Source: an optimization exercise on an open RTL-to-GDS flow (aim: small area, a short achievable clock period and few clock cycles per item). Production flows keep margins and buffers that such runs may drop.
RTL that was checked went through simulation tests only; none was proved equivalent to the original.
No functional check of the RTL was part of runs 1 to 4 and 6.
No activity file was given, so power comes from the tool's default toggle rates.

--- flow/config.mk ---
export PLATFORM = sky130hd
export DESIGN_NAME = systolic_pe
export DESIGN_NICKNAME = systolic_pe
export VERILOG_FILES = /design/flow/design.v
export SDC_FILE = /design/flow/constraint.sdc
export NUM_CORES = 4
export LEC_CHECK = 0
export CAP_MARGIN = 20
export CORE_MARGIN = 2
export CORE_UTILIZATION = 40
export SETUP_SLACK_MARGIN = 0
export SLEW_MARGIN = 20
--- flow/constraint.sdc ---
create_clock -name core_clock -period 5.0 [get_ports {clk}]
set_input_delay 1.0000 -clock core_clock [delete_from_list [all_inputs] [get_ports {clk}]]
set_output_delay 1.0000 -clock core_clock [all_outputs]
set_load 0.01 [all_outputs]
--- flow/design.v ---
`default_nettype none
module systolic_pe(
  clk, reset, cntrl,
  i_stb, o_stb, i_busy, o_busy,
  data_in, weight_in, acc_in,
  acc_out, data_out, weight_out
);
  input wire clk;
  input wire reset;
  input wire cntrl;
  input wire i_stb;
  input wire i_busy;
  input wire [7:0] data_in;
  input wire [7:0] weight_in;
  input wire [31:0] acc_in;
  output wire [31:0] acc_out;
  output wire [7:0] data_out;
  output wire [7:0] weight_out;
  output wire o_stb;
  output wire o_busy;
  reg valid;
  wire load = ~valid | ~i_busy;
  always @(posedge clk) begin
    if (reset) valid <= 1'b0;
    else if (load) valid <= i_stb;
  end
  assign o_stb  = valid;
  assign o_busy = valid;
  wire pp0_0 = data_in[0] & weight_in[0];
  wire pp0_1 = data_in[0] & weight_in[1];
  wire pp0_2 = data_in[0] & weight_in[2];
  wire pp0_3 = data_in[0] & weight_in[3];
  wire pp0_4 = data_in[0] & weight_in[4];
  wire pp0_5 = data_in[0] & weight_in[5];
  wire pp0_6 = data_in[0] & weight_in[6];
  wire pp0_7 = data_in[0] & weight_in[7];
  wire pp1_0 = data_in[1] & weight_in[0];
  wire pp1_1 = data_in[1] & weight_in[1];
  wire pp1_2 = data_in[1] & weight_in[2];
  wire pp1_3 = data_in[1] & weight_in[3];
  wire pp1_4 = data_in[1] & weight_in[4];
  wire pp1_5 = data_in[1] & weight_in[5];
  wire pp1_6 = data_in[1] & weight_in[6];
  wire pp1_7 = data_in[1] & weight_in[7];
  wire pp2_0 = data_in[2] & weight_in[0];
  wire pp2_1 = data_in[2] & weight_in[1];
  wire pp2_2 = data_in[2] & weight_in[2];
  wire pp2_3 = data_in[2] & weight_in[3];
  wire pp2_4 = data_in[2] & weight_in[4];
  wire pp2_5 = data_in[2] & weight_in[5];
  wire pp2_6 = data_in[2] & weight_in[6];
  wire pp2_7 = data_in[2] & weight_in[7];
  wire pp3_0 = data_in[3] & weight_in[0];
  wire pp3_1 = data_in[3] & weight_in[1];
  wire pp3_2 = data_in[3] & weight_in[2];
  wire pp3_3 = data_in[3] & weight_in[3];
  wire pp3_4 = data_in[3] & weight_in[4];
  wire pp3_5 = data_in[3] & weight_in[5];
  wire pp3_6 = data_in[3] & weight_in[6];
  wire pp3_7 = data_in[3] & weight_in[7];
  wire pp4_0 = data_in[4] & weight_in[0];
  wire pp4_1 = data_in[4] & weight_in[1];
  wire pp4_2 = data_in[4] & weight_in[2];
  wire pp4_3 = data_in[4] & weight_in[3];
  wire pp4_4 = data_in[4] & weight_in[4];
  wire pp4_5 = data_in[4] & weight_in[5];
  wire pp4_6 = data_in[4] & weight_in[6];
  wire pp4_7 = data_in[4] & weight_in[7];
  wire pp5_0 = data_in[5] & weight_in[0];
  wire pp5_1 = data_in[5] & weight_in[1];
  wire pp5_2 = data_in[5] & weight_in[2];
  wire pp5_3 = data_in[5] & weight_in[3];
  wire pp5_4 = data_in[5] & weight_in[4];
  wire pp5_5 = data_in[5] & weight_in[5];
  wire pp5_6 = data_in[5] & weight_in[6];
  wire pp5_7 = data_in[5] & weight_in[7];
  wire pp6_0 = data_in[6] & weight_in[0];
  wire pp6_1 = data_in[6] & weight_in[1];
  wire pp6_2 = data_in[6] & weight_in[2];
  wire pp6_3 = data_in[6] & weight_in[3];
  wire pp6_4 = data_in[6] & weight_in[4];
  wire pp6_5 = data_in[6] & weight_in[5];
  wire pp6_6 = data_in[6] & weight_in[6];
  wire pp6_7 = data_in[6] & weight_in[7];
  wire pp7_0 = data_in[7] & weight_in[0];
  wire pp7_1 = data_in[7] & weight_in[1];
  wire pp7_2 = data_in[7] & weight_in[2];
  wire pp7_3 = data_in[7] & weight_in[3];
  wire pp7_4 = data_in[7] & weight_in[4];
  wire pp7_5 = data_in[7] & weight_in[5];
  wire pp7_6 = data_in[7] & weight_in[6];
  wire pp7_7 = data_in[7] & weight_in[7];
  wire ha0_s = pp0_5 ^ pp1_4;
  wire ha0_c = pp0_5 & pp1_4;
  wire fa0_s = pp0_6 ^ pp1_5 ^ pp2_4;
  wire fa0_c = (pp0_6 & pp1_5) | (pp0_6 & pp2_4) | (pp1_5 & pp2_4);
  wire ha1_s = pp3_3 ^ pp4_2;
  wire ha1_c = pp3_3 & pp4_2;
  wire fa1_s = pp0_7 ^ pp1_6 ^ pp2_5;
  wire fa1_c = (pp0_7 & pp1_6) | (pp0_7 & pp2_5) | (pp1_6 & pp2_5);
  wire fa2_s = pp3_4 ^ pp4_3 ^ pp5_2;
  wire fa2_c = (pp3_4 & pp4_3) | (pp3_4 & pp5_2) | (pp4_3 & pp5_2);
  wire ha2_s = pp6_1 ^ pp7_0;
  wire ha2_c = pp6_1 & pp7_0;
  wire fa3_s = pp1_7 ^ pp2_6 ^ pp3_5;
  wire fa3_c = (pp1_7 & pp2_6) | (pp1_7 & pp3_5) | (pp2_6 & pp3_5);
  wire fa4_s = pp4_4 ^ pp5_3 ^ pp6_2;
  wire fa4_c = (pp4_4 & pp5_3) | (pp4_4 & pp6_2) | (pp5_3 & pp6_2);
  wire ha3_s = pp7_1 ^ acc_in[8];
  wire ha3_c = pp7_1 & acc_in[8];
  wire fa5_s = pp2_7 ^ pp3_6 ^ pp4_5;
  wire fa5_c = (pp2_7 & pp3_6) | (pp2_7 & pp4_5) | (pp3_6 & pp4_5);
  wire fa6_s = pp5_4 ^ pp6_3 ^ pp7_2;
  wire fa6_c = (pp5_4 & pp6_3) | (pp5_4 & pp7_2) | (pp6_3 & pp7_2);
  wire fa7_s = pp3_7 ^ pp4_6 ^ pp5_5;
  wire fa7_c = (pp3_7 & pp4_6) | (pp3_7 & pp5_5) | (pp4_6 & pp5_5);
  wire ha4_s = pp0_3 ^ pp1_2;
  wire ha4_c = pp0_3 & pp1_2;
  wire fa8_s = pp0_4 ^ pp1_3 ^ pp2_2;
  wire fa8_c = (pp0_4 & pp1_3) | (pp0_4 & pp2_2) | (pp1_3 & pp2_2);
  wire ha5_s = pp3_1 ^ pp4_0;
  wire ha5_c = pp3_1 & pp4_0;
  wire fa9_s = pp2_3 ^ pp3_2 ^ pp4_1;
  wire fa9_c = (pp2_3 & pp3_2) | (pp2_3 & pp4_1) | (pp3_2 & pp4_1);
  wire fa10_s = pp5_0 ^ acc_in[5] ^ ha0_s;
  wire fa10_c = (pp5_0 & acc_in[5]) | (pp5_0 & ha0_s) | (acc_in[5] & ha0_s);
  wire fa11_s = ha0_c ^ pp5_1 ^ pp6_0;
  wire fa11_c = (ha0_c & pp5_1) | (ha0_c & pp6_0) | (pp5_1 & pp6_0);
  wire fa12_s = acc_in[6] ^ fa0_s ^ ha1_s;
  wire fa12_c = (acc_in[6] & fa0_s) | (acc_in[6] & ha1_s) | (fa0_s & ha1_s);
  wire fa13_s = fa0_c ^ ha1_c ^ acc_in[7];
  wire fa13_c = (fa0_c & ha1_c) | (fa0_c & acc_in[7]) | (ha1_c & acc_in[7]);
  wire fa14_s = fa1_s ^ fa2_s ^ ha2_s;
  wire fa14_c = (fa1_s & fa2_s) | (fa1_s & ha2_s) | (fa2_s & ha2_s);
  wire fa15_s = fa1_c ^ fa2_c ^ ha2_c;
  wire fa15_c = (fa1_c & fa2_c) | (fa1_c & ha2_c) | (fa2_c & ha2_c);
  wire fa16_s = fa3_s ^ fa4_s ^ ha3_s;
  wire fa16_c = (fa3_s & fa4_s) | (fa3_s & ha3_s) | (fa4_s & ha3_s);
  wire fa17_s = fa3_c ^ fa4_c ^ ha3_c;
  wire fa17_c = (fa3_c & fa4_c) | (fa3_c & ha3_c) | (fa4_c & ha3_c);
  wire fa18_s = acc_in[9] ^ fa5_s ^ fa6_s;
  wire fa18_c = (acc_in[9] & fa5_s) | (acc_in[9] & fa6_s) | (fa5_s & fa6_s);
  wire fa19_s = fa5_c ^ fa6_c ^ pp6_4;
  wire fa19_c = (fa5_c & fa6_c) | (fa5_c & pp6_4) | (fa6_c & pp6_4);
  wire fa20_s = pp7_3 ^ acc_in[10] ^ fa7_s;
  wire fa20_c = (pp7_3 & acc_in[10]) | (pp7_3 & fa7_s) | (acc_in[10] & fa7_s);
  wire fa21_s = fa7_c ^ pp4_7 ^ pp5_6;
  wire fa21_c = (fa7_c & pp4_7) | (fa7_c & pp5_6) | (pp4_7 & pp5_6);
  wire fa22_s = pp6_5 ^ pp7_4 ^ acc_in[11];
  wire fa22_c = (pp6_5 & pp7_4) | (pp6_5 & acc_in[11]) | (pp7_4 & acc_in[11]);
  wire fa23_s = pp5_7 ^ pp6_6 ^ pp7_5;
  wire fa23_c = (pp5_7 & pp6_6) | (pp5_7 & pp7_5) | (pp6_6 & pp7_5);
  wire ha6_s = pp0_2 ^ pp1_1;
  wire ha6_c = pp0_2 & pp1_1;
  wire fa24_s = pp2_1 ^ pp3_0 ^ acc_in[3];
  wire fa24_c = (pp2_1 & pp3_0) | (pp2_1 & acc_in[3]) | (pp3_0 & acc_in[3]);
  wire fa25_s = ha4_c ^ acc_in[4] ^ fa8_s;
  wire fa25_c = (ha4_c & acc_in[4]) | (ha4_c & fa8_s) | (acc_in[4] & fa8_s);
  wire fa26_s = fa8_c ^ ha5_c ^ fa9_s;
  wire fa26_c = (fa8_c & ha5_c) | (fa8_c & fa9_s) | (ha5_c & fa9_s);
  wire fa27_s = fa9_c ^ fa10_c ^ fa11_s;
  wire fa27_c = (fa9_c & fa10_c) | (fa9_c & fa11_s) | (fa10_c & fa11_s);
  wire fa28_s = fa11_c ^ fa12_c ^ fa13_s;
  wire fa28_c = (fa11_c & fa12_c) | (fa11_c & fa13_s) | (fa12_c & fa13_s);
  wire fa29_s = fa13_c ^ fa14_c ^ fa15_s;
  wire fa29_c = (fa13_c & fa14_c) | (fa13_c & fa15_s) | (fa14_c & fa15_s);
  wire fa30_s = fa15_c ^ fa16_c ^ fa17_s;
  wire fa30_c = (fa15_c & fa16_c) | (fa15_c & fa17_s) | (fa16_c & fa17_s);
  wire fa31_s = fa17_c ^ fa18_c ^ fa19_s;
  wire fa31_c = (fa17_c & fa18_c) | (fa17_c & fa19_s) | (fa18_c & fa19_s);
  wire fa32_s = fa19_c ^ fa20_c ^ fa21_s;
  wire fa32_c = (fa19_c & fa20_c) | (fa19_c & fa21_s) | (fa20_c & fa21_s);
  wire fa33_s = fa21_c ^ fa22_c ^ acc_in[12];
  wire fa33_c = (fa21_c & fa22_c) | (fa21_c & acc_in[12]) | (fa22_c & acc_in[12]);
  wire fa34_s = fa23_c ^ pp6_7 ^ pp7_6;
  wire fa34_c = (fa23_c & pp6_7) | (fa23_c & pp7_6) | (pp6_7 & pp7_6);
  wire ha7_s = pp0_1 ^ pp1_0;
  wire ha7_c = pp0_1 & pp1_0;
  wire fa35_s = pp2_0 ^ acc_in[2] ^ ha6_s;
  wire fa35_c = (pp2_0 & acc_in[2]) | (pp2_0 & ha6_s) | (acc_in[2] & ha6_s);
  wire fa36_s = ha6_c ^ ha4_s ^ fa24_s;
  wire fa36_c = (ha6_c & ha4_s) | (ha6_c & fa24_s) | (ha4_s & fa24_s);
  wire fa37_s = fa24_c ^ ha5_s ^ fa25_s;
  wire fa37_c = (fa24_c & ha5_s) | (fa24_c & fa25_s) | (ha5_s & fa25_s);
  wire fa38_s = fa25_c ^ fa10_s ^ fa26_s;
  wire fa38_c = (fa25_c & fa10_s) | (fa25_c & fa26_s) | (fa10_s & fa26_s);
  wire fa39_s = fa26_c ^ fa12_s ^ fa27_s;
  wire fa39_c = (fa26_c & fa12_s) | (fa26_c & fa27_s) | (fa12_s & fa27_s);
  wire fa40_s = fa27_c ^ fa14_s ^ fa28_s;
  wire fa40_c = (fa27_c & fa14_s) | (fa27_c & fa28_s) | (fa14_s & fa28_s);
  wire fa41_s = fa28_c ^ fa16_s ^ fa29_s;
  wire fa41_c = (fa28_c & fa16_s) | (fa28_c & fa29_s) | (fa16_s & fa29_s);
  wire fa42_s = fa29_c ^ fa18_s ^ fa30_s;
  wire fa42_c = (fa29_c & fa18_s) | (fa29_c & fa30_s) | (fa18_s & fa30_s);
  wire fa43_s = fa30_c ^ fa20_s ^ fa31_s;
  wire fa43_c = (fa30_c & fa20_s) | (fa30_c & fa31_s) | (fa20_s & fa31_s);
  wire fa44_s = fa31_c ^ fa22_s ^ fa32_s;
  wire fa44_c = (fa31_c & fa22_s) | (fa31_c & fa32_s) | (fa22_s & fa32_s);
  wire fa45_s = fa32_c ^ fa23_s ^ fa33_s;
  wire fa45_c = (fa32_c & fa23_s) | (fa32_c & fa33_s) | (fa23_s & fa33_s);
  wire fa46_s = fa33_c ^ acc_in[13] ^ fa34_s;
  wire fa46_c = (fa33_c & acc_in[13]) | (fa33_c & fa34_s) | (acc_in[13] & fa34_s);
  wire fa47_s = fa34_c ^ pp7_7 ^ acc_in[14];
  wire fa47_c = (fa34_c & pp7_7) | (fa34_c & acc_in[14]) | (pp7_7 & acc_in[14]);
  wire [16:0] row0 = {1'b0, fa47_c, fa46_c, fa45_c, fa44_c, fa43_c, fa42_c, fa41_c, fa40_c, fa39_c, fa38_c, fa37_c, fa36_c, fa35_c, ha7_c, acc_in[1], pp0_0};
  wire [16:0] row1 = {1'b0, acc_in[15], fa47_s, fa46_s, fa45_s, fa44_s, fa43_s, fa42_s, fa41_s, fa40_s, fa39_s, fa38_s, fa37_s, fa36_s, fa35_s, ha7_s, acc_in[0]};
  reg [7:0]  data_r;
  reg [7:0]  weight_r;
  reg [15:0] acc_hi_r;
  wire [8:0] sum_lo = row0[7:0] + row1[7:0];
  reg  [7:0] sum_lo_r;
  reg  [16:8] row0_r;
  reg  [16:8] row1_r;
  reg  cin_r;
  always @(posedge clk) begin
    if (load) begin
      data_r   <= data_in;
      weight_r <= weight_in;
      acc_hi_r <= acc_in[31:16];
      sum_lo_r <= sum_lo[7:0];
      cin_r    <= sum_lo[8];
      row0_r   <= row0[16:8];
      row1_r   <= row1[16:8];
    end
  end
  wire [9:0] mid = {row0_r[15:8], cin_r} + {row1_r[15:8], cin_r};
  wire [15:0] hi = acc_hi_r + {15'd0, mid[9] | row0_r[16] | row1_r[16]};
  assign acc_out    = {hi, mid[8:1], sum_lo_r};
  assign data_out   = data_r;
  assign weight_out = weight_r;
endmodule
--- flow/flow/run.sh ---
#!/bin/bash
# The standard layout, with two changes: Yosys's synth runs without its quick
# internal abc pass (so the full adders extract without inverters; the final
# abc mapping still runs), and the port buffers are plain buffer cells.
set -euo pipefail
export SYNTH_ARGS="-noabc"
export BUFFER_PORTS_ARGS="-buffer_cell sky130_fd_sc_hd__buf_2"
bash standard.sh finish > standard_flow.log 2>&1
--- flow/standard.sh ---
#!/bin/bash
# synth_recipe.tcl (not shown) runs the flow's synth.tcl, then flattens the netlist and writes it again
# the make line also repeats each setting of config.mk as NAME=value (left out here)
make -C /OpenROAD-flow-scripts/flow DESIGN_CONFIG=/design/flow/config.mk WORK_HOME=/design/flow/orfs CLKGATE_MAP_FILE= SYNTH_SCRIPT=/design/flow/synth_recipe.tcl "${@:-finish}"
==> reports/qor.txt, run 1 <==
Count of buffers inserted at the top-level ports -> 101
Gr ovfl total -> 0
Synth-to-Final Area Change -> 20.9%
Part of the power in the clock network -> 24.7%
Internal power contribution -> 0.00142 W
Routed len/inst -> 14.9 um
Area of the mapped netlist -> 4140 um^2
Worst-skew pair later-pin latency -> 0.33 ns
Most numerous cell on the critical path -> ha_1
Crit. End Element -> output port
CP cell instances -> ha_1 -> a21o_1 -> a21oi_1 -> o31ai_1 -> a31o_2 -> ha_1 -> ha_1 -> and3_1 -> nand4_1 -> xnor2_1 -> buf_2
Share of Yosys cell area claimed by the top area cell type -> 41.3%
Final Hold Slack -> 0.546 ns
RSZ-0062 raised after global routing -> false
HP Start -> valid$_SDFFE_PP0P_
Number of standard cells after synthesis -> 301
Max transition margin -> 53.6%
Placement-stage worst setup slack -> 0.716 ns
TritonCTS Buffers -> 9
Sw frac -> 33.9%
Clk root buf -> clkbuf_8
Number of flip-flops and latches in the synthesized netlist -> 58
Beginning of the worst register-to-register path -> valid$_SDFFE_PP0P_
Number of vias per cell -> 4.77
CP startpoint -> row1_r[0]$_DFFE_PP_
Final Non-Filler Cells -> 546
Number of top-level pins -> 103
Sinks on Clock Net -> 58
Number of failing hold endpoints at the final stage -> 0
Top post-synthesis cells by area -> edfxtp_1 41%, fa_1 24%, and2_1 9.7%
Core ar. -> 10200 um^2
Total of warnings raised by yosys -> 1
Net switching component of the power -> 0.000728 W
Wire length of the first global-routing pass -> 13000 um
Top cell family by delay on the critical path -> compound AO/OA/AOI/OAI gates
Share of the clock period used by the worst path -> 81.2%
Final setup TNS -> 0 ns
Clock-pin slew reported for the worst setup and hold paths after clock tree synthesis -> 0.07 ns
Floorplan row count -> 37
Post-CTS Hold Buffers -> 0
Area of the die -> 11200 um^2
Antenna-violating nets left -> 0
Violation count after the first detailed-routing iteration -> 130
Pleak -> 2.23 nW
Final HPWL DP -> 6580 um
Post-synth net total -> 430
Sequential group share of total power -> 32.7%
Die span in y -> 106 um
Startpoint Class -> register
Number of buffers added for setup after CTS -> 0
Commonest non-fill, non-tap cells in the layout -> 101 x buf_2, 64 x and2_1, 57 x edfxtp_1
Sequential-to-total area share from yosys stat -> 41.8%
Final count of pins violating max slew -> 0
Count of cells resized by post-cts repair -> 0
Critical path fanouts, max -> 4
Number of H-tree branching levels -> 3
Slew @ Worst Pin -> 0.694 ns
Tightest Hold Check Type -> register to register
Overall routed net length -> 8120 um
Library cell occupying the most area in the post-synthesis netlist -> edfxtp_1
Worst voltage drop across the vdd grid -> 0.168 mV
Syn_area_per_cell -> 13.8 um^2
Die X -> 106 um
Pin count of the biggest net entering global routing -> 30
Net count, final -> 534
Max clock buf depth -> 2
Power density relative to cell area -> 429 nW/um^2
Slowest cell delay on critical path -> 0.43 ns
Weighted congestion at the end of routability-driven global placement -> 0.756
N_diodes -> 0
Number of antenna violations at the first check in global routing -> 0
All-layer global routing usage -> 15.2%
Initial cell density of the core -> 40.7%
Number of instances in the placed design -> 530
DRC -> 0
Buffer and inverter count on the worst path -> 1
CTS tree -> yes
Distinct cells, synth -> 31
Leading cell type in the layout, fill and taps excluded -> buf_2
Fraction of layout instances using a drive strength above 1 -> 30.0%
Number of setup violations in the final report -> 0
Crit path required time -> 4.00 ns
Vias in the first global route -> 2668
Total of max-cap violations -> 0
Run status -> timing/DRC/antenna clean
Comb pwr share -> 42.7%
Crit path time final -> 4.06 ns
Via count -> 2604
Critical path type -> register to output port
Max stage delay cell, worst path -> edfxtp_1
Total iterations of the first detailed-routing run -> 4
Final Skew -> 0.00743 ns
Number of fill cells -> 930
Max Clk Rate -> 0.246 GHz
Post-route setup slack -> 0.939 ns
Endpoint arrival time on the critical path -> 3.06 ns
flip-flops by register name (all words and copies together) (netlist names):
signal	flops
cin_r	1
data_r	8
weight_r	8
row0_r	8
acc_hi_r	16
row1_r	8
valid	1
sum_lo_r	8
cell type report:
type	instances	area [um^2]	share of cell area, %
clock inverters	7	125	2.50
repair buffers	102	513	10.2
flip-flops and latches	58	1730	34.6
multi-input cells	231	2330	46.6
inverters	3	11.3	0.225
clock buffers	9	124	2.47
well taps	136	170	3.40
routing by layer:
metal / track usage, % / wire, um / up-vias / share of wire, %
met5: 0 / 0 / - / 0
met4: 4.51 / 99 / 0 / 1.2
met3: 3.34 / 309 / 9 / 3.8
met2: 26.2 / 4050 / 60 / 50
met1: 19.2 / 3650 / 1282 / 45
li1: - / - / 1253 / -
stage by stage:
| stage | instance area (um^2) | utilization, % | power [W] |
|---|---|---|---|
| after floorplan | 4140 | - | 0.00144 |
| after global placement | 4760 | 46.7 | 0.00161 |
| after detailed placement | 4760 | 46.7 | 0.00164 |
| after global routing | 5010 | 49.2 | 0.00230 |
| after CTS | 5010 | 49.2 | 0.00218 |
| final | 5010 | 49.2 | 0.00215 |
path summary, 6_finish.rpt:
path	end	slack [ns]	depth (start not counted)
worst min-delay path	valid$_SDFFE_PP0P_	0.55	2
worst max-delay path	acc_out[26]	0.94	11
worst max register to register	row0_r[1]$_DFFE_PP_	3.34	2
worst min register to register	valid$_SDFFE_PP0P_	0.55	2
cell usage after synthesis:
cell type and number:
a21o_1 4, a21oi_1 8, a221o_1 1, a31o_2 1
and2_1 64, and3_1 4, and3_2 1, and4_1 2
buf_4 9, dfxtp_1 1, edfxtp_1 57, fa_1 50
ha_1 26, inv_1 3, nand2_1 9, nand2b_1 1
nand3_1 7, nand4_1 1, nand4_2 1, nor2_1 11
nor3_1 4, o211ai_1 1, o21a_1 1, o21ai_0 2
o22ai_1 1, o31ai_1 1, o41a_1 1, o41ai_1 1
o41ai_2 1, xnor2_1 19, xor2_1 8
cell families (layout without fill, tap and decap cells):
group	count (synthesis)	in the layout	share of synthesized area [%]
AO/OA/AOI/OAI	23	23	3.96
XOR/XNOR	27	27	5.71
adder cells (fa/ha/maj)	76	76	32.0
buffers and inverters	12	121	1.90
flip-flops	58	58	41.8
AND/OR/NAND/NOR	105	105	14.6
worst register-to-register path, cell delays in order (launching register included):
cell and delay (ns):
dfxtp_1 0.33, nand2_2 0.52, buf_4 0.47
power groups by stage:
| stage | clock, W | combinational [W] | sequential (W) |
|---|---|---|---|
| after CTS | 0.000543 | 0.000932 | 0.000704 |
| after global routing | 0.000565 | 0.00102 | 0.000712 |
| after detailed placement | 0 | 0.000927 | 0.000715 |
| after global placement | 0 | 0.000900 | 0.000711 |
| final | 0.000530 | 0.000916 | 0.000702 |
| after floorplan | 0 | 0.000716 | 0.000728 |
==> inputs of run 2 (changes only) <==
--- a/flow/design.v
+++ b/flow/design.v
@@ -208,8 +208,8 @@
   reg [7:0]  weight_r;
   reg [15:0] acc_hi_r;
-  wire [8:0] sum_lo = row0[7:0] + row1[7:0];
-  reg  [7:0] sum_lo_r;
-  reg  [16:8] row0_r;
-  reg  [16:8] row1_r;
+  wire [4:0] sum_lo = row0[3:0] + row1[3:0];
+  reg  [3:0] sum_lo_r;
+  reg  [16:4] row0_r;
+  reg  [16:4] row1_r;
   reg  cin_r;
   always @(posedge clk) begin
@@ -218,13 +218,12 @@
       weight_r <= weight_in;
       acc_hi_r <= acc_in[31:16];
-      sum_lo_r <= sum_lo[7:0];
-      cin_r    <= sum_lo[8];
-      row0_r   <= row0[16:8];
-      row1_r   <= row1[16:8];
+      sum_lo_r <= sum_lo[3:0];
+      cin_r    <= sum_lo[4];
+      row0_r   <= row0[16:4];
+      row1_r   <= row1[16:4];
     end
   end
-  wire [9:0] mid = {row0_r[15:8], cin_r} + {row1_r[15:8], cin_r};
-  wire [15:0] hi = acc_hi_r + {15'd0, mid[9] | row0_r[16] | row1_r[16]};
-  assign acc_out    = {hi, mid[8:1], sum_lo_r};
+  wire [31:4] hi = {acc_hi_r, row0_r[15:4]} + {15'd0, row1_r[16] | row0_r[16], row1_r[15:4]} + cin_r;
+  assign acc_out    = {hi, sum_lo_r};
   assign data_out   = data_r;
   assign weight_out = weight_r;
==> run 2 against run 1 <==
Effect of this change: flip-flop and latch count up 4; via count up 5.9%; wire length up 7.3%; critical path type unchanged.
==> reports/qor.txt, run 2 <==
Die span in y -> 108 um
Most frequent cells after synthesis -> 66 x and2_1, 61 x edfxtp_1, 51 x fa_1, 23 x ha_1, 15 x xor2_1
Max reg flops -> 16
Distinct cells, synth -> 32
Startpoint Class -> register
Number of standard cells after synthesis -> 312
CP startpoint -> row0_r[0]$_DFFE_PP_
Compound-cell area share of the yosys netlist -> 5.40%
Crit. End Element -> output port
Max stage delay cell, worst path -> fa_1
Critical path fanouts, max -> 3
Final HPWL DP -> 6800 um
Clock-pin slew reported for the worst setup and hold paths after clock tree synthesis -> 0.07 ns
Number of setup violations in the final report -> 0
Most numerous cell on the critical path -> fa_1
Sinks on Clock Net -> 62
Number of vias per cell -> 4.88
Dominant register cell in the synthesized netlist -> edfxtp_1
Area of the die -> 11600 um^2
Area share of fa/ha/maj cells after synthesis -> 30.3%
Top reg by flops -> acc_hi_r
Pleak -> 2.31 nW
Number of buffers added for setup after CTS -> 0
Leading cell type in the layout, fill and taps excluded -> buf_2
Beginning of the worst register-to-register path -> valid$_SDFFE_PP0P_
Net switching component of the power -> 0.000794 W
Number of failing hold endpoints at the final stage -> 0
N_diodes -> 0
Total of warnings raised by yosys -> 1
Count of buffers inserted at the top-level ports -> 101
Final Non-Filler Cells -> 565
Synth-to-Final Area Change -> 20.8%
Number of H-tree branching levels -> 3
Max transition margin -> 41.8%
Max clock buf depth -> 2
Run status -> timing/DRC/antenna clean
Most frequent cell after synthesis -> and2_1
Net count, final -> 551
RSZ-0062 raised after global routing -> false
HP Start -> valid$_SDFFE_PP0P_
Sw frac -> 35.7%
Die X -> 108 um
Power density relative to cell area -> 426 nW/um^2
Core ar. -> 10400 um^2
Via count -> 2758
Final Skew -> 0.00663 ns
Comb pwr share -> 44.7%
Count of cells resized by post-cts repair -> 0
Largest family of logic cells by synthesized area -> adder cells
Weighted congestion at the end of routability-driven global placement -> 0.854
Share of the clock period used by the worst path -> 77.6%
Number of flops mapped to enable cells by yosys -> 61
Internal power contribution -> 0.00143 W
Floorplan row count -> 37
Non-Filler Cell Area, Final -> 5210 um^2
CTS tree -> yes
Final count of pins violating max slew -> 0
Vias in the first global route -> 2862
Slowest cell delay on critical path -> 0.50 ns
Max Clk Rate -> 0.258 GHz
Antenna-violating nets left -> 0
Overall routed net length -> 8710 um
Sequential-to-total area share from yosys stat -> 42.9%
Critical path type -> register to output port
Post-CTS Hold Buffers -> 0
Total of max-cap violations -> 0
Share of the synthesized netlist area taken by xor and xnor gates -> 5.69%
Slew @ Worst Pin -> 0.869 ns
Worst voltage drop across the vdd grid -> 0.180 mV
Top Registers -> acc_hi_r (16), row0_r (12), row1_r (12)
Routed len/inst -> 15.4 um
Pin count of the biggest net entering global routing -> 36
Portion of netlist area occupied by mux cells -> 0%
Library cell occupying the most area in the post-synthesis netlist -> edfxtp_1
CP cell instances -> fa_1 -> fa_1 -> a21o_2 -> nand3_1 -> a21o_1 -> or2b_1 -> a21oi_1 -> xnor2_1 -> buf_2
Sequential group share of total power -> 33.3%
Commonest non-fill, non-tap cells in the layout -> 101 x buf_2, 66 x and2_1, 61 x edfxtp_1
Crit path required time -> 4.00 ns
Share of Yosys cell area claimed by the top area cell type -> 42.5%
Area of the mapped netlist -> 4310 um^2
Logic depth of the worst register-to-register path -> 2
Tightest Hold Check Type -> register to register
Syn_area_per_cell -> 13.8 um^2
Part of the power in the clock network -> 22.0%
Clk root buf -> clkbuf_8
Violation count after the first detailed-routing iteration -> 118
Endpoint arrival time on the critical path -> 2.88 ns
Post-synth net total -> 439
Cell count of the worst hold path -> 2
Number of flip-flops and latches in the synthesized netlist -> 62
Number of fill cells -> 944
Final setup TNS -> 0 ns
Async set-reset flop share out of synthesis -> 0%
Initial cell density of the core -> 41.4%
Placed standard-cell area -> 4990 um^2
Wire length of the first global-routing pass -> 14100 um
Number of instances in the placed design -> 549
Fraction of layout instances using a drive strength above 1 -> 29.8%
Gr ovfl total -> 0
Share of synthesized cell area in and, or, nand and nor gates -> 15.1%
Final Hold Slack -> 0.543 ns
Number of antenna violations at the first check in global routing -> 0
Top post-synthesis cells by area -> edfxtp_1 42%, fa_1 24%, and2_1 9.6%
Total iterations of the first detailed-routing run -> 4
Worst-skew pair later-pin latency -> 0.34 ns
TritonCTS Buffers -> 9
Number of top-level pins -> 103
All-layer global routing usage -> 15.9%
Crit path time final -> 3.88 ns
Final Total Pwr -> 0.00222 W
DRC -> 0
run 2: changes by cell type after synthesis, moves of 2 or more:
cell	change
a21o_1	+3
edfxtp_1	+4
and3_1	-3
a21oi_1	+6
and4_1	-2
buf_4	-8
o21ai_0	+4
and2_1	+2
ha_1	-3
xor2_1	+7
nor3_2	+2
xnor2_1	-6
or2b_1	+2
run 2: routing by layer:
| layer | GRT usage (%) | part of all wire (%) | wire (um) |
|---|---|---|---|
| met1 | 21.3 | 45 | 3940 |
| met3 | 2.66 | 4.8 | 414 |
| met2 | 25.9 | 49 | 4230 |
| met4 | 6.23 | 1.3 | 116 |
| met5 | 0 | 0 | 0 |
run 2: area by class of cell:
type | count | area [um^2] | share of cell area (%)
multi-input combinational | 245 | 2440 | 46.8
sequential | 62 | 1850 | 35.5
timing repair buffer | 102 | 513 | 9.84
tap | 136 | 170 | 3.27
clock buffer | 9 | 124 | 2.38
clock inverter | 7 | 96.3 | 1.85
inverter | 4 | 15.0 | 0.288
run 2: cell families (layout without fill, tap and decap cells):
logic type      Yosys count  after routing
xor+xnor                 28             28
flops                    62             62
buf+inv                   5            122
compound gates           35             35
fa+ha+maj                74             74
simple gates            108            108
run 2: per-stage QoR:
step | worst slack [ns] | utilization, %
floorplan | 1.71 | -
global placement | 1.44 | 47.9
global route | 0.979 | 50.0
finish | 1.12 | 50.0
detailed placement | 1.44 | 47.9
CTS | 1.10 | 50.0
run 2: power by group through the flow:
stage | Sequential (W) | Clock, W | Combinational, W
global placement | 0.000748 | 0 | 0.000988
floorplan | 0.000753 | 0 | 0.000656
CTS | 0.000741 | 0.000505 | 0.00101
finish | 0.000739 | 0.000490 | 0.000993
detailed placement | 0.000752 | 0 | 0.00100
global route | 0.000749 | 0.000531 | 0.00112
run 2: worst max-delay path, delay by kind of cell (launching register included):
kind	cells	cell delay, ns
AO/OA/AOI/OAI	3	0.56
XOR/XNOR	1	0.16
adder cells (fa/ha/maj)	2	0.93
buffers and inverters	1	0.16
flip-flops	1	0.40
AND/OR/NAND/NOR	2	0.33
run 2: path summary, 6_finish.rpt:
check | to | slack (ns)
max | acc_out[12] | 1.12
min | valid$_SDFFE_PP0P_ | 0.54
max reg2reg | row0_r[5]$_DFFE_PP_ | 3.21
min reg2reg | valid$_SDFFE_PP0P_ | 0.54
==> inputs of run 3 (changes only) <==
--- a/flow/design.v
+++ b/flow/design.v
@@ -224,6 +224,7 @@
     end
   end
-  wire [31:4] hi = {acc_hi_r, row0_r[15:4]} + {15'd0, row1_r[16] | row0_r[16], row1_r[15:4]} + cin_r;
-  assign acc_out    = {hi, sum_lo_r};
+  wire [13:0] mid = {row0_r[15:4], cin_r} + {row1_r[15:4], cin_r};
+  wire [15:0] hi = acc_hi_r + {15'd0, mid[13] | row0_r[16] | row1_r[16]};
+  assign acc_out    = {hi, mid[12:1], sum_lo_r};
   assign data_out   = data_r;
   assign weight_out = weight_r;
==> run 3 against run 2 <==
Effect of this change: via count is 1.7% lower; cell count is 0.71% lower; highest routed layer unchanged; flip-flop and latch count stayed put; utilization is 2.1 points lower; sequential share of layout area is 0.55 points higher; wire length hardly changed; hold slack better by 0.00087 ns; first-iteration DRC count is 14% higher; final area is 1.5% lower; clock power is 9.2% lower; worst setup slack worse by 0.34 ns.
==> reports/qor.txt, run 3 <==
Leading cell type in the layout, fill and taps excluded -> buf_2
Number of fill cells -> 990
Most numerous cell on the critical path -> ha_1
Pleak -> 2.25 nW
Final count of pins violating max slew -> 0
Worst-skew pair later-pin latency -> 0.35 ns
Floorplan row count -> 38
Final Skew -> 0.00558 ns
Final setup TNS -> 0 ns
Slew @ Worst Pin -> 0.781 ns
CP cell instances -> ha_1 -> a21o_1 -> a21oi_1 -> nand2_1 -> a41oi_1 -> o21ai_0 -> ha_1 -> ha_1 -> and3_1 -> nand3_1 -> xnor2_1 -> buf_2
Net count, final -> 545
Violation count after the first detailed-routing iteration -> 135
Max clock buf depth -> 2
Highest metal layer with signal wires -> met4
Final HPWL DP -> 6780 um
Pin count of the biggest net entering global routing -> 35
Share of Yosys cell area claimed by the top area cell type -> 42.2%
Wire length of the first global-routing pass -> 14200 um
Most frequent cells after synthesis -> 65 x and2_1, 61 x edfxtp_1, 50 x fa_1, 26 x ha_1, 18 x xnor2_1
Tightest Hold Check Type -> register to register
Met3 routed wirelength -> 498 um
CTS tree -> yes
Critical path fanouts, max -> 5
Logic depth of the worst register-to-register path -> 2
Power density relative to cell area -> 428 nW/um^2
Sequential-to-total area share from yosys stat -> 42.6%
Total iterations of the first detailed-routing run -> 4
HP Start -> valid$_SDFFE_PP0P_
Top Registers -> acc_hi_r (16), row0_r (12), row1_r (12)
All-layer global routing usage -> 16.1%
Weighted congestion at the end of routability-driven global placement -> 0.790
Beginning of the worst register-to-register path -> valid$_SDFFE_PP0P_
CP startpoint -> row0_r[2]$_DFFE_PP_
Clk root buf -> clkbuf_8
Total of max-cap violations -> 0
Distinct cells, synth -> 36
Dominant register cell in the synthesized netlist -> edfxtp_1
Die X -> 108 um
Routed len/inst -> 15.5 um
Met1 Routed Length -> 4020 um
Initial cell density of the core -> 40.6%
Antenna-violating nets left -> 0
Count of buffers inserted at the top-level ports -> 101
Synth-to-Final Area Change -> 18.1%
CP endpoint -> acc_out[30]
Syn_area_per_cell -> 13.7 um^2
Async set-reset flop share out of synthesis -> 0%
TritonCTS Buffers -> 9
Max stage delay cell, worst path -> edfxtp_1
Clock-pin slew reported for the worst setup and hold paths after clock tree synthesis -> 0.08 ns
Critical path type -> register to output port
Number of standard cells after synthesis -> 317
Commonest non-fill, non-tap cells in the layout -> 101 x buf_2, 65 x and2_1, 61 x edfxtp_1
Crit path required time -> 4.00 ns
DRC -> 0
Number of antenna violations at the first check in global routing -> 0
Number of vias per cell -> 4.83
Top post-synthesis cells by area -> edfxtp_1 42%, fa_1 23%, and2_1 9.4%
Total of warnings raised by yosys -> 1
Number of flip-flops and latches in the synthesized netlist -> 62
Via count -> 2710
Fraction of layout instances using a drive strength above 1 -> 28.3%
Number of H-tree branching levels -> 3
Met2 routed wirelength -> 4010 um
Post-layout util -> 48.0%
Most frequent cell after synthesis -> and2_1
Share of the clock period used by the worst path -> 84.4%
Number of setup violations in the final report -> 0
Register-to-Register Setup Slack -> 3.28 ns
Reg-to-reg endpoint -> row0_r[8]$_DFFE_PP_
Sinks on Clock Net -> 62
Number of failing hold endpoints at the final stage -> 0
Area of the mapped netlist -> 4340 um^2
Crit. End Element -> output port
Gr ovfl total -> 0
Max Clk Rate -> 0.237 GHz
N_diodes -> 0
Max reg flops -> 16
RSZ-0062 raised after global routing -> false
Vias in the first global route -> 2882
Number of flops mapped to enable cells by yosys -> 61
Area of the die -> 11700 um^2
Overall routed net length -> 8700 um
Count of cells resized by post-cts repair -> 0
Post-CTS Hold Buffers -> 0
Post-synth net total -> 446
Library cell occupying the most area in the post-synthesis netlist -> edfxtp_1
Startpoint Class -> register
Core ar. -> 10700 um^2
Endpoint arrival time on the critical path -> 3.22 ns
Run status -> timing/DRC/antenna clean
Top reg by flops -> acc_hi_r
Worst voltage drop across the vdd grid -> 0.167 mV
Number of top-level pins -> 103
Slowest cell delay on critical path -> 0.38 ns
Final Total Pwr -> 0.00220 W
Die span in y -> 108 um
Crit path time final -> 4.22 ns
Max transition margin -> 47.7%
Number of buffers added for setup after CTS -> 0
## run 3: cell count changes in the layout (fill, tap and decap cells not counted), moves of 3 or more
| cell | change |
|---|---|
| nand4_1 | +3 |
| xnor2_1 | +5 |
| nor2_1 | -6 |
| nor3_1 | -3 |
| xor2_1 | -8 |
| ha_1 | +3 |
## run 3: layout make-up
class | count | area [um^2] | share of cell area, %
clock buffers | 9 | 124 | 2.41
clock inverters | 7 | 73.8 | 1.44
inverters | 2 | 7.51 | 0.146
multi-input cells | 239 | 2390 | 46.5
flip-flops and latches | 62 | 1850 | 36.1
well taps | 140 | 175 | 3.41
repair buffers | 102 | 513 | 10.0
## run 3: per-stage QoR
step	hold WS, ns	area (um^2)	std cells	setup WS [ns]
final	0.544	5130	561	0.782
after global routing	0.621	5130	561	0.554
after CTS	0.545	5130	561	0.696
after detailed placement	0.532	4930	545	1.10
after global placement	0.519	4930	545	1.18
after floorplan	0.549	4340	317	1.57
## run 3: logic make-up (layout without fill, tap and decap cells)
| logic type | Yosys count | count (layout) | synth area share, % |
|---|---|---|---|
| compound gates | 38 | 38 | 5.67 |
| simple gates | 100 | 100 | 13.6 |
| flops | 62 | 62 | 42.6 |
| buf+inv | 16 | 120 | 2.51 |
| fa+ha+maj | 76 | 76 | 30.5 |
| xor+xnor | 25 | 25 | 5.04 |
## run 3: report_power, final
group          total, W  leakage, nW  internal (W)  switching (W)
Sequential     0.000735        0.649      0.000700      0.0000352
Combinational   0.00102         1.51      0.000451       0.000567
Clock          0.000445       0.0895      0.000231       0.000214
Total           0.00220         2.24       0.00138       0.000816
## run 3: routing by layer
layer	global-route usage, %	vias up
li1	-	1308
met1	20.9	1304
met2	25.7	83
met3	4.10	15
met4	7.05	0
met5	0	-
## run 3: worst max-delay path, delay by kind of cell (launching register included)
kind / cells / cell delay, ns
XOR/XNOR: 1 / 0.12
AND/OR/NAND/NOR: 3 / 0.46
buffers and inverters: 1 / 0.15
AO/OA/AOI/OAI: 4 / 0.90
adder cells (fa/ha/maj): 3 / 0.86
flip-flops: 1 / 0.38
## run 3: worst min-delay path by stage
stage                          to  slack, ns  depth (start not counted)
2_1_floorplan  valid$_SDFFE_PP0P_       0.55                          2
3_3_place_gp   valid$_SDFFE_PP0P_       0.52                          2
3_5_place_dp   valid$_SDFFE_PP0P_       0.53                          2
4_1_cts        valid$_SDFFE_PP0P_       0.54                          2
5_1_grt        valid$_SDFFE_PP0P_       0.62                          2
6_report       valid$_SDFFE_PP0P_       0.54                          2
==> inputs of run 4 (changes only) <==
--- a/flow/design.v
+++ b/flow/design.v
@@ -225,5 +225,23 @@
   end
   wire [13:0] mid = {row0_r[15:4], cin_r} + {row1_r[15:4], cin_r};
-  wire [15:0] hi = acc_hi_r + {15'd0, mid[13] | row0_r[16] | row1_r[16]};
+  wire inc = mid[13] | row0_r[16] | row1_r[16];
+  wire [15:0] all1;
+  assign all1[0] = 1'b1;
+  assign all1[1] = &acc_hi_r[0:0];
+  assign all1[2] = &acc_hi_r[1:0];
+  assign all1[3] = &acc_hi_r[2:0];
+  assign all1[4] = &acc_hi_r[3:0];
+  assign all1[5] = &acc_hi_r[4:0];
+  assign all1[6] = &acc_hi_r[5:0];
+  assign all1[7] = &acc_hi_r[6:0];
+  assign all1[8] = &acc_hi_r[7:0];
+  assign all1[9] = &acc_hi_r[8:0];
+  assign all1[10] = &acc_hi_r[9:0];
+  assign all1[11] = &acc_hi_r[10:0];
+  assign all1[12] = &acc_hi_r[11:0];
+  assign all1[13] = &acc_hi_r[12:0];
+  assign all1[14] = &acc_hi_r[13:0];
+  assign all1[15] = &acc_hi_r[14:0];
+  wire [15:0] hi = acc_hi_r ^ (all1 & {16{inc}});
   assign acc_out    = {hi, mid[12:1], sum_lo_r};
   assign data_out   = data_r;
==> run 4 against run 3 <==
Effect of this change: maximum frequency grew 16%; non-clock buffer count is the same; largest cell class unchanged; cell count grew 1.2%; clock power grew 22%; synthesized cell count shrank 1.6%; worst setup slack gained 0.57 ns; wire length grew 0.72%; hold slack gained 0.0074 ns; critical path type unchanged; sequential share of layout area shrank 0.89 points; first-iteration DRC count shrank 14%; global-route usage grew 0.54 points.
==> reports/qor.txt, run 4 <==
Post-CTS Hold Buffers -> 0
Syn_area_per_cell -> 13.9 um^2
Endpoint with the worst hold slack -> valid$_SDFFE_PP0P_
Leading cell type in the layout, fill and taps excluded -> buf_2
Post-synth net total -> 440
TritonCTS Buffers -> 9
Count of cells resized by post-cts repair -> 0
Gr ovfl total -> 0
Most frequent cells after synthesis -> 66 x and2_1, 61 x edfxtp_1, 50 x fa_1, 25 x ha_1, 20 x xnor2_1
Max Clk Rate -> 0.274 GHz
Net count, final -> 551
Commonest non-fill, non-tap cells in the layout -> 101 x buf_2, 66 x and2_1, 61 x edfxtp_1
DRC -> 0
Fraction of layout instances using a drive strength above 1 -> 29.7%
Tightest Hold Check Type -> register to register
Sequential group share of total power -> 31.5%
Clock-pin slew reported for the worst setup and hold paths after clock tree synthesis -> 0.07 ns
Vias in the first global route -> 3056
Final Hold Slack -> 0.551 ns
Part of the power in the clock network -> 23.1%
Final HPWL DP -> 6740 um
Area of the die -> 11700 um^2
Number of H-tree branching levels -> 3
RSZ-0062 raised after global routing -> false
Final count of pins violating max slew -> 0
Final setup TNS -> 0 ns
Crit. End Element -> output port
Endpoint arrival time on the critical path -> 2.65 ns
Slew @ Worst Pin -> 0.688 ns
Number of flip-flops and latches in the synthesized netlist -> 62
Top Registers -> acc_hi_r (16), row0_r (12), row1_r (12)
Number of flops mapped to enable cells by yosys -> 61
Share of Yosys cell area claimed by the top area cell type -> 42.2%
Total of max-cap violations -> 0
Top post-synthesis cells by area -> edfxtp_1 42%, fa_1 23%, and2_1 9.5%
Max stage delay cell, worst path -> fa_1
Antenna-violating nets left -> 0
Count of buffers inserted at the top-level ports -> 101
Reg-to-reg endpoint -> row1_r[0]$_DFFE_PP_
Slowest cell delay on critical path -> 0.47 ns
Worst voltage drop across the vdd grid -> 0.219 mV
Share of the clock period used by the worst path -> 73.0%
N_diodes -> 0
Max clock buf depth -> 2
Total iterations of the first detailed-routing run -> 4
Crit path required time -> 4.00 ns
HP Start -> valid$_SDFFE_PP0P_
Number of setup violations in the final report -> 0
Pin count of the biggest net entering global routing -> 37
Startpoint Class -> register
Number of antenna violations at the first check in global routing -> 0
Run status -> timing/DRC/antenna clean
Pleak -> 2.30 nW
Dominant register cell in the synthesized netlist -> edfxtp_1
Most frequent cell after synthesis -> and2_1
Sinks on Clock Net -> 62
Sw frac -> 35.7%
Beginning of the worst register-to-register path -> valid$_SDFFE_PP0P_
Top reg by flops -> acc_hi_r
Max reg flops -> 16
Violation count after the first detailed-routing iteration -> 116
Async set-reset flop share out of synthesis -> 0%
Weighted congestion at the end of routability-driven global placement -> 0.779
Routed len/inst -> 15.4 um
Max transition margin -> 54.0%
Cell count of the worst hold path -> 2
Power density relative to cell area -> 445 nW/um^2
Number of top-level pins -> 103
Number of failing hold endpoints at the final stage -> 0
Critical path type -> register to output port
Library cell occupying the most area in the post-synthesis netlist -> edfxtp_1
Initial cell density of the core -> 40.5%
Clk root buf -> clkbuf_8
Area of the mapped netlist -> 4340 um^2
Distinct cells, synth -> 40
Worst-skew pair later-pin latency -> 0.36 ns
CTS tree -> yes
Logic depth of the worst register-to-register path -> 2
Via count -> 2764
Synth-to-Final Area Change -> 21.3%
Die span in y -> 108 um
Critical path fanouts, max -> 3
Register-to-Register Setup Slack -> 3.27 ns
Number of standard cells after synthesis -> 312
Total of warnings raised by yosys -> 1
Die X -> 108 um
Comb pwr share -> 45.4%
Internal power contribution -> 0.00150 W
Core ar. -> 10700 um^2
Final Skew -> 0.0105 ns
Net switching component of the power -> 0.000837 W
Number of vias per cell -> 4.87
Floorplan row count -> 38
Sequential-to-total area share from yosys stat -> 42.7%
Number of buffers added for setup after CTS -> 0
All-layer global routing usage -> 16.6%
Crit path time final -> 3.65 ns
CP cell instances -> fa_1 -> a21oi_1 -> o21ai_1 -> a2111o_1 -> a31o_1 -> a21oi_2 -> xnor2_1 -> buf_2
Wire length of the first global-routing pass -> 14600 um
Overall routed net length -> 8760 um
run 4: power by group through the flow:
stage	Combinational (W)	Clock (W)	Sequential (W)
floorplan	0.000714	0	0.000752
global placement	0.00106	0	0.000745
detailed placement	0.00107	0	0.000749
CTS	0.00107	0.000557	0.000738
global route	0.00120	0.000583	0.000748
finish	0.00106	0.000542	0.000737
run 4: cell families after synthesis:
| group | Yosys count | share of synthesized area (%) |
|---|---|---|
| xor+xnor | 28 | 5.66 |
| compound gates | 41 | 6.81 |
| flops | 62 | 42.7 |
| buf+inv | 5 | 0.548 |
| simple gates | 101 | 14.0 |
| fa+ha+maj | 75 | 30.3 |
run 4: metrics by stage:
step | util (%) | instance area [um^2] | cells | power, W | setup slack [ns]
floorplan | - | 4340 | 312 | 0.00147 | 1.71
global placement | 46.9 | 5010 | 552 | 0.00180 | 1.46
detailed placement | 46.9 | 5010 | 552 | 0.00181 | 1.43
CTS | 49.2 | 5260 | 568 | 0.00237 | 1.31
global route | 49.2 | 5260 | 568 | 0.00253 | 1.21
finish | 49.2 | 5260 | 568 | 0.00234 | 1.35
run 4: layout make-up:
type | instances | area, um^2
sequential | 62 | 1850
inverter | 3 | 11.3
clock buffer | 9 | 124
tap | 140 | 175
clock inverter | 7 | 123
timing repair buffer | 102 | 513
fill | 978 | 5440
multi-input combinational | 245 | 2460
run 4: per-layer routing:
metal  global-route usage (%)  vias up  share of wire (%)
li1                         -     1323                  -
met3                     4.10       11                5.5
met1                     20.8     1358                 45
met5                        0        -                  0
met2                     27.9       72                 48
met4                     6.50        0                1.6
run 4: worst max path at each step:
stage / start / slack [ns] / cells after the start / endpoint
3_5_place_dp: data_in[4] / 1.43 / 6 / row1_r[5]$_DFFE_PP_
6_report: row0_r[0]$_DFFE_PP_ / 1.35 / 8 / acc_out[13]
3_3_place_gp: data_in[1] / 1.46 / 6 / row1_r[5]$_DFFE_PP_
2_1_floorplan: weight_in[7] / 1.71 / 5 / row1_r[4]$_DFFE_PP_
5_1_grt: row0_r[0]$_DFFE_PP_ / 1.21 / 8 / acc_out[13]
4_1_cts: row0_r[0]$_DFFE_PP_ / 1.31 / 8 / acc_out[13]
run 4: critical path: cells and delay by family, from the launching register on:
kind / cells / cell delay [ns]
buf+inv: 1 / 0.15
fa+ha+maj: 1 / 0.47
compound gates: 5 / 1.13
flops: 1 / 0.43
xor+xnor: 1 / 0.13
==> inputs of run 5 (changes only) <==
--- a/flow/design.v
+++ b/flow/design.v
@@ -208,8 +208,8 @@
   reg [7:0]  weight_r;
   reg [15:0] acc_hi_r;
-  wire [4:0] sum_lo = row0[3:0] + row1[3:0];
-  reg  [3:0] sum_lo_r;
-  reg  [16:4] row0_r;
-  reg  [16:4] row1_r;
+  wire [6:0] sum_lo = row0[5:0] + row1[5:0];
+  reg  [5:0] sum_lo_r;
+  reg  [16:6] row0_r;
+  reg  [16:6] row1_r;
   reg  cin_r;
   always @(posedge clk) begin
@@ -218,12 +218,12 @@
       weight_r <= weight_in;
       acc_hi_r <= acc_in[31:16];
-      sum_lo_r <= sum_lo[3:0];
-      cin_r    <= sum_lo[4];
-      row0_r   <= row0[16:4];
-      row1_r   <= row1[16:4];
+      sum_lo_r <= sum_lo[5:0];
+      cin_r    <= sum_lo[6];
+      row0_r   <= row0[16:6];
+      row1_r   <= row1[16:6];
     end
   end
-  wire [13:0] mid = {row0_r[15:4], cin_r} + {row1_r[15:4], cin_r};
-  wire inc = mid[13] | row0_r[16] | row1_r[16];
+  wire [11:0] mid = {row0_r[15:6], cin_r} + {row1_r[15:6], cin_r};
+  wire inc = mid[11] | row0_r[16] | row1_r[16];
   wire [15:0] all1;
   assign all1[0] = 1'b1;
@@ -244,5 +244,5 @@
   assign all1[15] = &acc_hi_r[14:0];
   wire [15:0] hi = acc_hi_r ^ (all1 & {16{inc}});
-  assign acc_out    = {hi, mid[12:1], sum_lo_r};
+  assign acc_out    = {hi, mid[10:1], sum_lo_r};
   assign data_out   = data_r;
   assign weight_out = weight_r;
==> run 5 against run 4 <==
Effect of this change: still clean; via count down 3.8%; clock skew grew 0.00068 ns; wire length decreased by 4.9%; critical path type unchanged; largest cell class unchanged.
==> reports/qor.txt, run 5 <==
Fraction of layout instances using a drive strength above 1 -> 29.2%
Pin count of the biggest net entering global routing -> 44
Crit path required time -> 4.00 ns
Antenna-violating nets left -> 0
Final count of pins violating max slew -> 0
Final HPWL DP -> 6550 um
Max stage delay cell, worst path -> fa_1
Post-CTS Hold Buffers -> 0
Highest metal layer with signal wires -> met4
Floorplan row count -> 37
Number of antenna violations at the first check in global routing -> 0
Async set-reset flop share out of synthesis -> 0%
All-layer global routing usage -> 15.7%
Slowest cell delay on critical path -> 0.47 ns
Final Non-Filler Cells -> 561
Library cell occupying the most area in the post-synthesis netlist -> edfxtp_1
Number of buffers added for setup after CTS -> 0
Critical path fanouts, max -> 3
Slew @ Worst Pin -> 0.967 ns
Top Registers -> acc_hi_r (16), row0_r (10), row1_r (10)
Area of the mapped netlist -> 4200 um^2
N_diodes -> 0
Weighted congestion at the end of routability-driven global placement -> 0.782
Number of standard cells after synthesis -> 308
CP cell instances -> fa_1 -> a21o_2 -> a21oi_1 -> o21ai_0 -> o41ai_1 -> xnor2_1 -> buf_2
Initial cell density of the core -> 40.9%
Gr ovfl total -> 0
Post-route setup slack -> 1.40 ns
Number of vias per cell -> 4.74
Tightest Hold Check Type -> register to register
Top cell family by delay on the critical path -> compound AO/OA/AOI/OAI gates
Syn_area_per_cell -> 13.6 um^2
Buffer and inverter count on the worst path -> 1
Top post-synthesis cells by area -> edfxtp_1 42%, fa_1 24%, and2_1 9.5%
Register-to-Register Setup Slack -> 3.23 ns
Number of instances in the placed design -> 545
Final setup TNS -> 0 ns
Top reg by flops -> acc_hi_r
Share of Yosys cell area claimed by the top area cell type -> 42.2%
Clk root buf -> clkbuf_8
Endpoint arrival time on the critical path -> 2.60 ns
RSZ-0062 raised after global routing -> false
Endpoint with the worst hold slack -> valid$_SDFFE_PP0P_
Leading cell type in the layout, fill and taps excluded -> buf_2
Commonest non-fill, non-tap cells in the layout -> 101 x buf_2, 64 x and2_1, 59 x edfxtp_1
Total of max-cap violations -> 0
Worst voltage drop across the vdd grid -> 0.146 mV
TritonCTS Buffers -> 9
Area of the die -> 11300 um^2
Via count -> 2658
Most frequent cells after synthesis -> 64 x and2_1, 59 x edfxtp_1, 50 x fa_1, 25 x ha_1, 18 x xnor2_1
Max reg flops -> 16
Sequential-to-total area share from yosys stat -> 42.7%
Wire length of the first global-routing pass -> 13400 um
Logic depth of the worst register-to-register path -> 2
Die X -> 106 um
Final Hold Slack -> 0.551 ns
Reg-to-reg endpoint -> sum_lo_r[5]$_DFFE_PP_
Startpoint Class -> register
Final Skew -> 0.0112 ns
DRC -> 0
Crit. End Element -> output port
Vias in the first global route -> 2771
Overall routed net length -> 8330 um
Total iterations of the first detailed-routing run -> 4
Routed len/inst -> 14.8 um
Sinks on Clock Net -> 60
Synth-to-Final Area Change -> 21.6%
Number of top-level pins -> 103
HP Start -> valid$_SDFFE_PP0P_
Power density relative to cell area -> 436 nW/um^2
Count of cells resized by post-cts repair -> 0
Met2 routed wirelength -> 4100 um
Critical path type -> register to output port
Crit path time final -> 3.60 ns
Share of the clock period used by the worst path -> 71.9%
Max transition margin -> 35.3%
Most frequent cell after synthesis -> and2_1
Violation count after the first detailed-routing iteration -> 100
Pleak -> 2.24 nW
CTS tree -> yes
Post-synth net total -> 436
Run status -> timing/DRC/antenna clean
Number of setup violations in the final report -> 0
Number of flip-flops and latches in the synthesized netlist -> 60
Total of warnings raised by yosys -> 1
Clock-pin slew reported for the worst setup and hold paths after clock tree synthesis -> 0.07 ns
Dominant register cell in the synthesized netlist -> edfxtp_1
Number of flops mapped to enable cells by yosys -> 59
Count of buffers inserted at the top-level ports -> 101
Distinct cells, synth -> 31
Die span in y -> 106 um
Beginning of the worst register-to-register path -> valid$_SDFFE_PP0P_
Number of H-tree branching levels -> 3
Cell count of the worst hold path -> 2
Placement-stage worst setup slack -> 1.22 ns
Number of failing hold endpoints at the final stage -> 0
Number of fill cells -> 957
Max clock buf depth -> 2
Met3 routed wirelength -> 370 um
Worst-skew pair later-pin latency -> 0.34 ns
Net count, final -> 548
Core ar. -> 10300 um^2
Max Clk Rate -> 0.278 GHz
Met1 Routed Length -> 3740 um
==> run 5: area by class of cell <==
type                    count  area (um^2)  share of cell area, %
repair buffers            102          513                   10.0
flip-flops and latches     60         1790                   35.1
clock inverters             6          103                   2.01
inverters                   5         18.8                  0.367
well taps                 136          170                   3.33
multi-input cells         242         2380                   46.7
clock buffers              10          128                   2.50
==> run 5: metrics by stage <==
| step | instance area, um^2 | util [%] | total power [W] |
|---|---|---|---|
| 2_1_floorplan | 4200 | - | 0.00139 |
| 3_3_place_gp | 4880 | 47.5 | 0.00170 |
| 3_5_place_dp | 4880 | 47.5 | 0.00173 |
| 4_1_cts | 5110 | 49.7 | 0.00226 |
| 5_1_grt | 5110 | 49.7 | 0.00239 |
| 6_report | 5110 | 49.7 | 0.00223 |
==> run 5: how the worst max path moves through the flow <==
| stage | endpoint | slack, ns | from | cells past startpoint |
|---|---|---|---|---|
| 3_3_place_gp | cin_r$_DFFE_PP_ | 1.28 | weight_in[4] | 9 |
| 5_1_grt | acc_out[31] | 1.21 | row0_r[0]$_DFFE_PP_ | 8 |
| 3_5_place_dp | cin_r$_DFFE_PP_ | 1.22 | weight_in[4] | 9 |
| 4_1_cts | acc_out[31] | 1.36 | row0_r[0]$_DFFE_PP_ | 8 |
| 2_1_floorplan | cin_r$_DFFE_PP_ | 1.56 | weight_in[4] | 8 |
| 6_report | acc_out[13] | 1.40 | row0_r[0]$_DFFE_PP_ | 7 |
==> run 5: worst reg2reg max path, cell delays in order, from the launching register on <==
cell and delay (ns):
dfxtp_1 0.34, nand2_2 0.69, buf_4 0.40
==> run 5: power by group <==
group	internal, W	leakage [nW]	switching (W)	total (W)
Sequential	0.000686	0.626	0.0000374	0.000723
Combinational	0.000445	1.50	0.000541	0.000987
Clock	0.000327	0.115	0.000189	0.000516
==> run 5: layer usage <==
layer,global-route usage (%),up-vias
li1,-,1290
met1,20.2,1299
met2,26.1,62
met3,3.56,7
met4,5.57,0
met5,0,-
==> run 5: logic make-up after synthesis <==
kind of cell	after synthesis	synth area share, %
simple gates	107	14.5
fa+ha+maj	75	31.3
flops	60	42.7
compound gates	32	5.10
xor+xnor	28	5.84
buf+inv	6	0.626
Testbench counts of run 5, summed over its fixed seeds: cycles 2,056, items 2,048.
==> inputs of run 6 (changes only) <==
--- a/flow/design.v
+++ b/flow/design.v
@@ -205,11 +205,12 @@
   wire [16:0] row0 = {1'b0, fa47_c, fa46_c, fa45_c, fa44_c, fa43_c, fa42_c, fa41_c, fa40_c, fa39_c, fa38_c, fa37_c, fa36_c, fa35_c, ha7_c, acc_in[1], pp0_0};
   wire [16:0] row1 = {1'b0, acc_in[15], fa47_s, fa46_s, fa45_s, fa44_s, fa43_s, fa42_s, fa41_s, fa40_s, fa39_s, fa38_s, fa37_s, fa36_s, fa35_s, ha7_s, acc_in[0]};
+  wire top = row0[16] | row1[16];
   reg [7:0]  data_r;
   reg [7:0]  weight_r;
   reg [15:0] acc_hi_r;
-  wire [6:0] sum_lo = row0[5:0] + row1[5:0];
-  reg  [5:0] sum_lo_r;
-  reg  [16:6] row0_r;
-  reg  [16:6] row1_r;
+  wire [7:0] sum_lo = row0[6:0] + row1[6:0];
+  reg  [6:0] sum_lo_r;
+  reg  [16:7] row0_r;
+  reg  [15:7] row1_r;
   reg  cin_r;
   always @(posedge clk) begin
@@ -218,12 +219,12 @@
       weight_r <= weight_in;
       acc_hi_r <= acc_in[31:16];
-      sum_lo_r <= sum_lo[5:0];
-      cin_r    <= sum_lo[6];
-      row0_r   <= row0[16:6];
-      row1_r   <= row1[16:6];
+      sum_lo_r <= sum_lo[6:0];
+      cin_r    <= sum_lo[7];
+      row0_r   <= {top, row0[15:7]};
+      row1_r   <= row1[15:7];
     end
   end
-  wire [11:0] mid = {row0_r[15:6], cin_r} + {row1_r[15:6], cin_r};
-  wire inc = mid[11] | row0_r[16] | row1_r[16];
+  wire [10:0] mid = {row0_r[15:7], cin_r} + {row1_r[15:7], cin_r};
+  wire inc = mid[10] | row0_r[16];
   wire [15:0] all1;
   assign all1[0] = 1'b1;
@@ -244,5 +245,5 @@
   assign all1[15] = &acc_hi_r[14:0];
   wire [15:0] hi = acc_hi_r ^ (all1 & {16{inc}});
-  assign acc_out    = {hi, mid[10:1], sum_lo_r};
+  assign acc_out    = {hi, mid[9:1], sum_lo_r};
   assign data_out   = data_r;
   assign weight_out = weight_r;
--- a/flow/flow/run.sh
+++ b/flow/flow/run.sh
@@ -5,4 +5,5 @@
 set -euo pipefail
 export SYNTH_ARGS="-noabc"
-export BUFFER_PORTS_ARGS="-buffer_cell sky130_fd_sc_hd__buf_2"
+export BUFFER_PORTS_ARGS="-buffer_cell sky130_fd_sc_hd__buf_1"
+export CTS_ARGS="-sink_clustering_enable -repair_clock_nets -dont_use_dummy_load"
 bash standard.sh finish > standard_flow.log 2>&1
--- a/flow/config.mk
+++ b/flow/config.mk
@@ -9,4 +9,4 @@
 export CORE_MARGIN = 2
 export CORE_UTILIZATION = 40
-export SETUP_SLACK_MARGIN = 0
+export SETUP_SLACK_MARGIN = 1.5
 export SLEW_MARGIN = 20
==> run 6 against run 5 <==
Effect of this change: combinational power is 1% higher; critical path type is now input port to register; first-iteration DRC count is 52% higher; maximum frequency is 4.6% higher; largest cell class unchanged; synthesized cell count is 0.65% lower; flip-flop and latch count is 1 lower; clock power is 38% lower; global-route usage is 0.68 points higher; still clean; largest power group unchanged.
==> reports/qor.txt, run 6 <==
Area of the die -> 11300 um^2
CTS tree -> yes
Most frequent cell after synthesis -> and2_1
Leading cell type in the layout, fill and taps excluded -> buf_1
Startpoint Class -> input port
Floorplan row count -> 37
Share of the clock period used by the worst path -> 68.8%
Critical path type -> input port to register
Post-CTS Hold Buffers -> 0
Top Registers -> acc_hi_r (16), row0_r (9), row1_r (9)
Number of antenna violations at the first check in global routing -> 0
Total iterations of the first detailed-routing run -> 4
Final HPWL DP -> 6620 um
Via count -> 2739
Net switching component of the power -> 0.000763 W
Max reg flops -> 16
Net count, final -> 545
Pleak -> 1.94 nW
Pin count of the biggest net entering global routing -> 43
Library cell occupying the most area in the post-synthesis netlist -> edfxtp_1
Sinks on Clock Net -> 59
Final setup TNS -> 0 ns
Placement-stage worst setup slack -> 1.01 ns
Internal power contribution -> 0.00127 W
Top post-synthesis cells by area -> edfxtp_1 42%, fa_1 24%, and2_1 9.6%
Number of top-level pins -> 103
Met2 routed wirelength -> 4180 um
Die X -> 106 um
Total of warnings raised by yosys -> 1
Gr ovfl total -> 0
Number of setup violations in the final report -> 0
Initial cell density of the core -> 40.7%
Area of the mapped netlist -> 4170 um^2
Final count of pins violating max slew -> 0
Overall routed net length -> 8720 um
Final Skew -> 0.0205 ns
Met1 Routed Length -> 3970 um
Sw frac -> 37.5%
Fraction of layout instances using a drive strength above 1 -> 10.8%
TritonCTS Buffers -> 9
Slew @ Worst Pin -> 0.529 ns
Part of the power in the clock network -> 15.8%
N_diodes -> 0
Worst voltage drop across the vdd grid -> 0.149 mV
Number of failing hold endpoints at the final stage -> 0
DRC -> 0
Number of H-tree branching levels -> 3
Share of Yosys cell area claimed by the top area cell type -> 41.8%
Number of standard cells after synthesis -> 306
Run status -> timing/DRC/antenna clean
Wire length of the first global-routing pass -> 13900 um
Max transition margin -> 64.8%
Sequential group share of total power -> 35.1%
All-layer global routing usage -> 16.4%
Core ar. -> 10200 um^2
Syn_area_per_cell -> 13.6 um^2
Post-synth net total -> 434
Highest metal layer with signal wires -> met4
Antenna-violating nets left -> 0
Met3 routed wirelength -> 465 um
Crit path time final -> 3.44 ns
Top reg by flops -> acc_hi_r
Number of vias per cell -> 4.97
Clk root buf -> clkbuf_8
Clock-pin slew reported for the worst setup and hold paths after clock tree synthesis -> 0.05 ns
RSZ-0062 raised after global routing -> true
Die span in y -> 106 um
Most frequent cells after synthesis -> 64 x and2_1, 58 x edfxtp_1, 50 x fa_1, 25 x ha_1, 21 x xnor2_1
Worst-skew pair later-pin latency -> 0.35 ns
Total of max-cap violations -> 0
Max clock buf depth -> 2
Power density relative to cell area -> 410 nW/um^2
Critical path fanouts, max -> 9
Endpoint arrival time on the critical path -> 3.52 ns
Crit. End Element -> register
Post-layout util -> 48.6%
Dominant register cell in the synthesized netlist -> edfxtp_1
Async set-reset flop share out of synthesis -> 0%
Final Hold Slack -> 0.551 ns
Crit path required time -> 5.08 ns
Vias in the first global route -> 2841
Tightest Hold Check Type -> register to register
Placed standard-cell area -> 4720 um^2
Routed len/inst -> 15.8 um
Distinct cells, synth -> 30
Number of flops mapped to enable cells by yosys -> 58
Non-Filler Cell Area, Final -> 4970 um^2
Comb pwr share -> 49.1%
Commonest non-fill, non-tap cells in the layout -> 92 x buf_1, 61 x and2_1, 58 x edfxtp_1
Max Clk Rate -> 0.291 GHz
Count of buffers inserted at the top-level ports -> 101
Number of flip-flops and latches in the synthesized netlist -> 59
Post-route setup slack -> 1.56 ns
Sequential-to-total area share from yosys stat -> 42.3%
Weighted congestion at the end of routability-driven global placement -> 0.790
Violation count after the first detailed-routing iteration -> 152
Synth-to-Final Area Change -> 19.2%
## run 6: kinds of logic after synthesis
kind of cell	share of synthesized area [%]
xor+xnor	5.46
flops	42.3
compound gates	4.17
fa+ha+maj	31.5
simple gates	15.8
buf+inv	0.780
## run 6: layer usage
metal / global-route usage [%] / vias up
met4: 6.39 / 0
met1: 21.9 / 1348
li1: - / 1286
met5: 0 / -
met2: 26.1 / 96
met3: 3.74 / 9
## run 6: area by class of cell
cell class	instances	area, um^2
fill	954	5260
multi-input combinational	241	2470
sequential	59	1760
timing repair buffer	105	438
tap	136	170
clock buffer	9	124
inverter	1	3.75
## run 6: worst paths after layout
kind,from,end,slack [ns],depth (start not counted)
worst min register to register,valid$_SDFFE_PP0P_,valid$_SDFFE_PP0P_,0.55,2
worst max-delay path,data_in[4],sum_lo_r[5]$_DFFE_PP_,1.56,9
worst min-delay path,valid$_SDFFE_PP0P_,valid$_SDFFE_PP0P_,0.55,2
worst max register to register,valid$_SDFFE_PP0P_,row1_r[8]$_DFFE_PP_,3.43,2
## run 6: critical path, stage by stage
cell and delay (ns):
buf_1 0.07, buf_4 0.16, and2_4 0.16, fa_1 0.56, fa_1 0.43, fa_1 0.53
ha_4 0.22, or2_4 0.22, o21a_1 0.16
## run 6: what timing repair did
item | CTS | global route
pin swaps | 1 | 9
resized for setup | 10 | 20
hold endpoints to repair | 0 | 0
setup buffers | 0 | 1
setup endpoints to repair | 19 | 13
## run 6: per-stage QoR
stage / instances / total power [W]
6_report: 551 / 0.00204
5_1_grt: 551 / 0.00221
4_1_cts: 550 / 0.00198
3_5_place_dp: 541 / 0.00164
3_3_place_gp: 541 / 0.00161
2_1_floorplan: 306 / 0.00136
## run 6: power by group through the flow
stage	combinational, W	sequential (W)	clock, W
2_1_floorplan	0.000627	0.000735	0
3_3_place_gp	0.000888	0.000724	0
3_5_place_dp	0.000912	0.000725	0
4_1_cts	0.000926	0.000715	0.000343
5_1_grt	0.00112	0.000726	0.000366
6_report	0.000999	0.000714	0.000322

Check on run 6: ideal ports give 1.562 ns setup slack; a clkbuf_16 on the clock port and buf_2 on the inputs give 1.575 ns; moving port delays by the midpoint clock arrival (0.363 ns) as well gives 1.212 ns.
